Context: an optimization exercise on an open-source flow, tuned for small area. The choices shown serve that exercise and are no tape-out recipe.
Function was checked by simulation only, so behaviour that the tests miss may differ from the original.
Power figures rest on the tool's default switching activity, not on a simulated workload.

==> inputs of run D <==
## vdma_wr
module vdma_wr (
    input               clk                  ,
    input               i_reset              ,
    input               i_ddr_init_done      ,
    input      [15:0]   i_wr_video_width     ,
    input               i_wr_video_field     ,
    input               i_wr_video_valid     ,
    input      [15:0]   i_wr_video_data      ,
    input      [31:0]   i_wr_video_base_addr ,
    output reg          m_axi_awvalid        ,
    input               m_axi_awready        ,
    output reg [31:0]   m_axi_awaddr         ,
    output     [3:0]    m_axi_awid           ,
    output     [7:0]    m_axi_awlen          ,
    output     [1:0]    m_axi_awburst        ,
    output     [2:0]    m_axi_awsize         ,
    output     [2:0]    m_axi_awprot         ,
    output     [3:0]    m_axi_awqos          ,
    output              m_axi_awlock         ,
    output     [3:0]    m_axi_awcache        ,
    output              m_axi_wvalid         ,
    input               m_axi_wready         ,
    output     [127:0]  m_axi_wdata          ,
    output     [15:0]   m_axi_wstrb          ,
  ...
==> module vdma_wr, before the edit <==
module vdma_wr (
    input               clk                  ,
    input               i_reset              ,
    input               i_ddr_init_done      ,
    input      [15:0]   i_wr_video_width     ,
    input               i_wr_video_field     ,
    input               i_wr_video_valid     ,
    input      [15:0]   i_wr_video_data      ,
    input      [31:0]   i_wr_video_base_addr ,
    output reg          m_axi_awvalid        ,
    input               m_axi_awready        ,
    output reg [31:0]   m_axi_awaddr         ,
    output     [3:0]    m_axi_awid           ,
    output     [7:0]    m_axi_awlen          ,
    output     [1:0]    m_axi_awburst        ,
    output     [2:0]    m_axi_awsize         ,
    output     [2:0]    m_axi_awprot         ,
    output     [3:0]    m_axi_awqos          ,
    output              m_axi_awlock         ,
    output     [3:0]    m_axi_awcache        ,
    output              m_axi_wvalid         ,
    input               m_axi_wready         ,
    output     [127:0]  m_axi_wdata          ,
    output     [15:0]   m_axi_wstrb          ,
    output              m_axi_wlast          ,
    input      [3:0]    m_axi_bid            ,
    input      [1:0]    m_axi_bresp          ,
    input               m_axi_bvalid         ,
    output              m_axi_bready
    );
    reg         field_d;     
    reg         act;         
    reg  [6:0]  wm1;         
    reg  [6:0]  pcnt;        
    reg         pre;         
    reg         pend;        
    reg         q2;          
    reg  [127:0] d;         
    reg  [15:0] o0, o1;
    wire [19:0] carry;
    assign carry[0] = 1'b1;
    genvar k;
    generate
        for (k = 1; k < 20; k = k + 1) begin : g_carry
            assign carry[k] = carry[k-1] & m_axi_awaddr[11+k];
        end
    endgenerate
    wire       rise  = i_wr_video_field & ~field_d;
    wire       pix   = i_wr_video_field & i_wr_video_valid & act;
    wire [2:0] lane  = pcnt[2:0];
    wire       first = pcnt == 7'd0;
    wire       last  = pcnt == wm1;
    wire       byp   = pix & (lane == 3'd7);
    assign m_axi_wvalid = pend | byp;
    assign m_axi_wlast  = pend ? first & ~q2 : last;
    wire   hs   = m_axi_wvalid & m_axi_wready;
    wire   busy = m_axi_wvalid & ~m_axi_wready;
    assign m_axi_wdata = {pend ? d[127:112] : i_wr_video_data, d[111:0]};
    assign m_axi_wstrb   = 16'hffff;
    assign m_axi_awlen   = {4'd0, wm1[6:3]};
    assign m_axi_awid    = 4'd0;
    assign m_axi_awburst = 2'b01;
    assign m_axi_awsize  = 3'd4;
    assign m_axi_awprot  = 3'd0;
    assign m_axi_awqos   = 4'd0;
    assign m_axi_awlock  = 1'b0;
    assign m_axi_awcache = 4'd0;
    assign m_axi_bready  = 1'b1;
    always @(posedge clk) begin
        field_d <= i_wr_video_field;
        if (rise) begin
            wm1               <= i_wr_video_width[6:0] - 7'd1;
            m_axi_awaddr      <= i_wr_video_base_addr;
        end
        else begin : inc
            integer j;
            for (j = 0; j < 20; j = j + 1)
                if (m_axi_awvalid & m_axi_awready & carry[j])
                    m_axi_awaddr[12+j] <= ~m_axi_awaddr[12+j];
        end
    end
    always @(posedge clk) begin
        if (i_reset) begin
            act           <= 1'b0;
            pcnt          <= 7'd0;
            pre           <= 1'b0;
            pend          <= 1'b0;
            q2            <= 1'b0;
            m_axi_awvalid <= 1'b0;
        end
        else begin
            if (rise)
                act <= i_ddr_init_done;
            if (pix)
                pcnt <= last ? 7'd0 : pcnt + 7'd1;
            pre  <= pix & last & (lane != 3'd7) & ~busy;
            pend <= busy | (hs & q2) | pre;
            q2   <= (pix & last & pend & ~m_axi_wready) | (q2 & ~hs);
            if (pix & first)
                m_axi_awvalid <= 1'b1;
            else if (m_axi_awready)
                m_axi_awvalid <= 1'b0;
        end
    end
    always @(posedge clk) begin
        if (pix & (lane == 3'd0))
            o0 <= i_wr_video_data;
        if (pix & (lane == 3'd1))
            o1 <= i_wr_video_data;
        if (~busy)
            d[31:0] <= {o1, o0};
    end
    genvar i;
    generate
        for (i = 2; i < 8; i = i + 1) begin : g_lane
            always @(posedge clk)
                if (pix & (lane == i))
                    d[16*i +: 16] <= i_wr_video_data;
        end
    endgenerate
endmodule
==> flow/config.mk <==
export PLATFORM = sky130hd
export DESIGN_NAME = vdma_wr
export DESIGN_NICKNAME = vdma_wr
export VERILOG_FILES = /design/flow/design.v
export SDC_FILE = /design/flow/constraint.sdc
export NUM_CORES = 4
export LEC_CHECK = 0
export CAP_MARGIN = 20
export CORE_MARGIN = 2
export CORE_UTILIZATION = 60
export SLEW_MARGIN = 20
export SYNTH_MEMORY_MAX_BITS = 16384
==> flow/constraint.sdc <==
create_clock -name core_clock -period 8.0 [get_ports {clk}]
set_input_delay 1.6000 -clock core_clock [delete_from_list [all_inputs] [get_ports {clk}]]
set_output_delay 1.6000 -clock core_clock [all_outputs]
set_load 0.01 [all_outputs]
standard.sh (not shown) runs the stock make flow with config.mk's settings and CLKGATE_MAP_FILE= SYNTH_SCRIPT=/design/flow/synth_recipe.tcl, a recipe that flattens the netlist after the stock synthesis.
==> flow/flow/run.sh <==
#!/bin/bash
# Layout flow: the standard flow (standard.sh, unchanged synthesis) with two
# layout choices of its own:
#  - the port buffers that global placement adds are buf_1 cells;
#  - clock tree synthesis uses clkbuf_4 cells, with clusters of at most 10 sinks
#    within 50 um, and no dummy loads.
# make's full output goes to flow_make.log here; ORFS's per-step logs stay under orfs/logs.
set -euo pipefail
bash standard.sh \
  'BUFFER_PORTS_ARGS=-buffer_cell sky130_fd_sc_hd__buf_1' \
  'CTS_ARGS=-sink_clustering_enable -repair_clock_nets -buf_list sky130_fd_sc_hd__clkbuf_4 -sink_clustering_size 10 -sink_clustering_max_diameter 50 -dont_use_dummy_load' \
  finish > flow_make.log 2>&1
==> run H: changes against run D <==
--- a/flow/design.v
+++ b/flow/design.v
@@ -32,19 +32,10 @@
     reg         act;         
     reg  [6:0]  wm1;         
     reg  [6:0]  pcnt;        
-    reg         pre;         
     reg         pend;        
     reg         q2;          
     reg  [127:0] d;         
     reg  [15:0] o0, o1;
-    wire [19:0] carry;
-    assign carry[0] = 1'b1;
-    genvar k;
-    generate
-        for (k = 1; k < 20; k = k + 1) begin : g_carry
-            assign carry[k] = carry[k-1] & m_axi_awaddr[11+k];
-        end
-    endgenerate
     wire       rise  = i_wr_video_field & ~field_d;
     wire       pix   = i_wr_video_field & i_wr_video_valid & act;
     wire [2:0] lane  = pcnt[2:0];
@@ -72,18 +63,13 @@
             wm1               <= i_wr_video_width[6:0] - 7'd1;
             m_axi_awaddr      <= i_wr_video_base_addr;
         end
-        else begin : inc
-            integer j;
-            for (j = 0; j < 20; j = j + 1)
-                if (m_axi_awvalid & m_axi_awready & carry[j])
-                    m_axi_awaddr[12+j] <= ~m_axi_awaddr[12+j];
-        end
+        else if (m_axi_awvalid & m_axi_awready)
+            m_axi_awaddr[31:12] <= m_axi_awaddr[31:12] + 20'd1;
     end
     always @(posedge clk) begin
         if (i_reset) begin
             act           <= 1'b0;
             pcnt          <= 7'd0;
-            pre           <= 1'b0;
             pend          <= 1'b0;
             q2            <= 1'b0;
             m_axi_awvalid <= 1'b0;
@@ -93,8 +79,7 @@
                 act <= i_ddr_init_done;
             if (pix)
                 pcnt <= last ? 7'd0 : pcnt + 7'd1;
-            pre  <= pix & last & (lane != 3'd7) & ~busy;
-            pend <= busy | (hs & q2) | pre;
+            pend <= busy | (hs & q2) | (pix & last & (lane != 3'd7));
             q2   <= (pix & last & pend & ~m_axi_wready) | (q2 & ~hs);
             if (pix & first)
                 m_axi_awvalid <= 1'b1;
@@ -103,12 +88,18 @@
         end
     end
     always @(posedge clk) begin
-        if (pix & (lane == 3'd0))
+        if (pix & (lane == 3'd0) & ~busy)
+            d[15:0] <= i_wr_video_data;
+        else if (hs)
+            d[15:0] <= o0;
+        if (pix & (lane == 3'd1) & ~busy)
+            d[31:16] <= i_wr_video_data;
+        else if (hs)
+            d[31:16] <= o1;
+        if (pix & (lane == 3'd0) & busy)
             o0 <= i_wr_video_data;
-        if (pix & (lane == 3'd1))
+        if (pix & (lane == 3'd1) & busy)
             o1 <= i_wr_video_data;
-        if (~busy)
-            d[31:0] <= {o1, o0};
     end
     genvar i;
     generate
==> flow/run.sh (new file) <==
#!/bin/bash
# synth_recipe.tcl (not shown) runs the flow's synth.tcl, then flattens the netlist and writes it again
# the make line also repeats each setting of config.mk as NAME=value (left out here)
make -C /OpenROAD-flow-scripts/flow DESIGN_CONFIG=/design/flow/config.mk WORK_HOME=/design/flow/orfs CLKGATE_MAP_FILE= SYNTH_SCRIPT=/design/flow/synth_recipe.tcl finish
CORE_UTILIZATION = 40   (was 60)
removed: flow/flow/run.sh
removed: flow/standard.sh
==> run G: changes against run D <==
--- a/flow/design.v
+++ b/flow/design.v
@@ -32,9 +32,8 @@
     reg         act;         
     reg  [6:0]  wm1;         
     reg  [6:0]  pcnt;        
-    reg         pre;         
+    reg         w;           
     reg         pend;        
-    reg         q2;          
     reg  [127:0] d;         
     reg  [15:0] o0, o1;
     wire [19:0] carry;
@@ -52,7 +51,7 @@
     wire       last  = pcnt == wm1;
     wire       byp   = pix & (lane == 3'd7);
     assign m_axi_wvalid = pend | byp;
-    assign m_axi_wlast  = pend ? first & ~q2 : last;
+    assign m_axi_wlast  = pend ? first & ~w : last;
     wire   hs   = m_axi_wvalid & m_axi_wready;
     wire   busy = m_axi_wvalid & ~m_axi_wready;
     assign m_axi_wdata = {pend ? d[127:112] : i_wr_video_data, d[111:0]};
@@ -83,9 +82,8 @@
         if (i_reset) begin
             act           <= 1'b0;
             pcnt          <= 7'd0;
-            pre           <= 1'b0;
+            w             <= 1'b0;
             pend          <= 1'b0;
-            q2            <= 1'b0;
             m_axi_awvalid <= 1'b0;
         end
         else begin
@@ -93,9 +91,8 @@
                 act <= i_ddr_init_done;
             if (pix)
                 pcnt <= last ? 7'd0 : pcnt + 7'd1;
-            pre  <= pix & last & (lane != 3'd7) & ~busy;
-            pend <= busy | (hs & q2) | pre;
-            q2   <= (pix & last & pend & ~m_axi_wready) | (q2 & ~hs);
+            w    <= (pix & last & (lane != 3'd7)) | (w & busy);
+            pend <= busy | w;
             if (pix & first)
                 m_axi_awvalid <= 1'b1;
             else if (m_axi_awready)
==> flow/flow/run.sh (replaced) <==
#!/bin/bash
# Layout flow: the standard flow (standard.sh, unchanged synthesis) with two
# layout choices of its own:
#  - the port buffers that global placement adds are buf_1 cells;
#  - clock tree synthesis uses clkbuf_4 cells, with clusters of at most 10 sinks
#    within 50 um, and no dummy loads;
#  - the constant outputs keep synthesis's one tie cell per value instead of
#    getting a tie cell each (SKIP_REPAIR_TIE_FANOUT).
# make's full output goes to flow_make.log here; ORFS's per-step logs stay under orfs/logs.
set -euo pipefail
bash standard.sh \
  'BUFFER_PORTS_ARGS=-buffer_cell sky130_fd_sc_hd__buf_1' \
  'CTS_ARGS=-sink_clustering_enable -repair_clock_nets -buf_list sky130_fd_sc_hd__clkbuf_4 -sink_clustering_size 10 -sink_clustering_max_diameter 50 -dont_use_dummy_load' \
  SKIP_REPAIR_TIE_FANOUT=1 \
  finish > flow_make.log 2>&1
==> run K: changes against run D <==
--- a/flow/design.v
+++ b/flow/design.v
@@ -30,11 +30,10 @@
     );
     reg         field_d;     
     reg         act;         
-    reg  [6:0]  wm1;         
-    reg  [6:0]  pcnt;        
-    reg         pre;         
+    reg  [6:0]  wid;         
+    reg  [6:0]  pnum;        
+    reg         w;           
     reg         pend;        
-    reg         q2;          
     reg  [127:0] d;         
     reg  [15:0] o0, o1;
     wire [19:0] carry;
@@ -47,17 +46,17 @@
     endgenerate
     wire       rise  = i_wr_video_field & ~field_d;
     wire       pix   = i_wr_video_field & i_wr_video_valid & act;
-    wire [2:0] lane  = pcnt[2:0];
-    wire       first = pcnt == 7'd0;
-    wire       last  = pcnt == wm1;
+    wire [2:0] lane  = pnum[2:0] - 3'd1;
+    wire       first = pnum == 7'd1;
+    wire       last  = pnum == wid;
     wire       byp   = pix & (lane == 3'd7);
     assign m_axi_wvalid = pend | byp;
-    assign m_axi_wlast  = pend ? first & ~q2 : last;
+    assign m_axi_wlast  = pend ? first & ~w : last;
     wire   hs   = m_axi_wvalid & m_axi_wready;
     wire   busy = m_axi_wvalid & ~m_axi_wready;
     assign m_axi_wdata = {pend ? d[127:112] : i_wr_video_data, d[111:0]};
     assign m_axi_wstrb   = 16'hffff;
-    assign m_axi_awlen   = {4'd0, wm1[6:3]};
+    assign m_axi_awlen   = {4'd0, wid[6:3] - {3'd0, wid[2:0] == 3'd0}};
     assign m_axi_awid    = 4'd0;
     assign m_axi_awburst = 2'b01;
     assign m_axi_awsize  = 3'd4;
@@ -69,7 +68,7 @@
     always @(posedge clk) begin
         field_d <= i_wr_video_field;
         if (rise) begin
-            wm1               <= i_wr_video_width[6:0] - 7'd1;
+            wid               <= i_wr_video_width[6:0];
             m_axi_awaddr      <= i_wr_video_base_addr;
         end
         else begin : inc
@@ -82,20 +81,18 @@
     always @(posedge clk) begin
         if (i_reset) begin
             act           <= 1'b0;
-            pcnt          <= 7'd0;
-            pre           <= 1'b0;
+            pnum          <= 7'd1;
+            w             <= 1'b0;
             pend          <= 1'b0;
-            q2            <= 1'b0;
             m_axi_awvalid <= 1'b0;
         end
         else begin
             if (rise)
                 act <= i_ddr_init_done;
             if (pix)
-                pcnt <= last ? 7'd0 : pcnt + 7'd1;
-            pre  <= pix & last & (lane != 3'd7) & ~busy;
-            pend <= busy | (hs & q2) | pre;
-            q2   <= (pix & last & pend & ~m_axi_wready) | (q2 & ~hs);
+                pnum <= last ? 7'd1 : pnum + 7'd1;
+            w    <= (pix & last & (lane != 3'd7)) | (w & busy);
+            pend <= busy | w;
             if (pix & first)
                 m_axi_awvalid <= 1'b1;
             else if (m_axi_awready)
==> flow/flow/run.sh (replaced) <==
#!/bin/bash
# Layout flow: the standard flow (standard.sh, unchanged synthesis) with three
# layout choices of its own:
#  - the port buffers that global placement adds are buf_1 cells;
#  - clock tree synthesis uses clkbuf_4 cells, with clusters of at most 10 sinks
#    within 50 um, and no dummy loads;
#  - the constant outputs keep synthesis's one tie cell per value instead of
#    getting a tie cell each (SKIP_REPAIR_TIE_FANOUT).
# make's full output goes to flow_make.log here; ORFS's per-step logs stay under orfs/logs.
set -euo pipefail
bash standard.sh \
  'BUFFER_PORTS_ARGS=-buffer_cell sky130_fd_sc_hd__buf_1' \
  'CTS_ARGS=-sink_clustering_enable -repair_clock_nets -buf_list sky130_fd_sc_hd__clkbuf_4 -sink_clustering_size 10 -sink_clustering_max_diameter 50 -dont_use_dummy_load' \
  SKIP_REPAIR_TIE_FANOUT=1 \
  finish > flow_make.log 2>&1
==> run notes <==
- Sequential power is about the same in run K and run G.
- In clock-buffer cell count, run G and run K do not differ.
- Die area: run K < run G < run D < run H.
- Worst setup slack: run G > run D > run K > run H.
- The highest hold slack belongs to run H, the lowest to run D.
- Utilization: run K > run G > run D > run H.
- Non-clock buffer count: run K is higher than run D (1).
- Sequential share of layout area, lowest first: run H, run D, run K, run G.
- The highest total power belongs to run H, the lowest to run G.

-- what the ideal ports hide --
The results above use ideal ports. As a check the final layouts listed here were re-extracted and re-timed, cells and wires unchanged. Step 1 assumes that a clkbuf_16 drives the clock port and a buf_2 every other input. Step 2 also shifts input and output timing later by t, the mid clock arrival at the registers, as if the neighbouring blocks saw the same clock. Three values: ideal ports, drivers, drivers and shift; two values: the first two.
| run | t (ns) | setup slack, ns | worst hold slack (ns) | worst setup path at the end | clock arrival spread, ns |
|---|---|---|---|---|---|
| run D | 0.604 | 3.507 / 3.485 / 3.485 | 0.418 / 0.418 / 0.418 | input to output | 0.024 / 0.024 |
| run H | 0.528 | 2.826 / 2.791 / 2.791 | 0.471 / 0.471 / 0.471 | input to output | 0.013 / 0.013 |
| run G | 0.623 | 3.681 / 3.644 / 3.644 | 0.422 / 0.422 / 0.422 | input to output | 0.025 / 0.025 |
| run K | 0.629 | 3.386 / 3.354 / 3.354 | 0.425 / 0.425 / 0.425 | input to output | 0.023 / 0.023 |
After both steps setup and hold are still met in every run listed. The setup slack of run G, which loses most, moves by -0.037 ns with the drivers and by -0.037 ns with both steps.
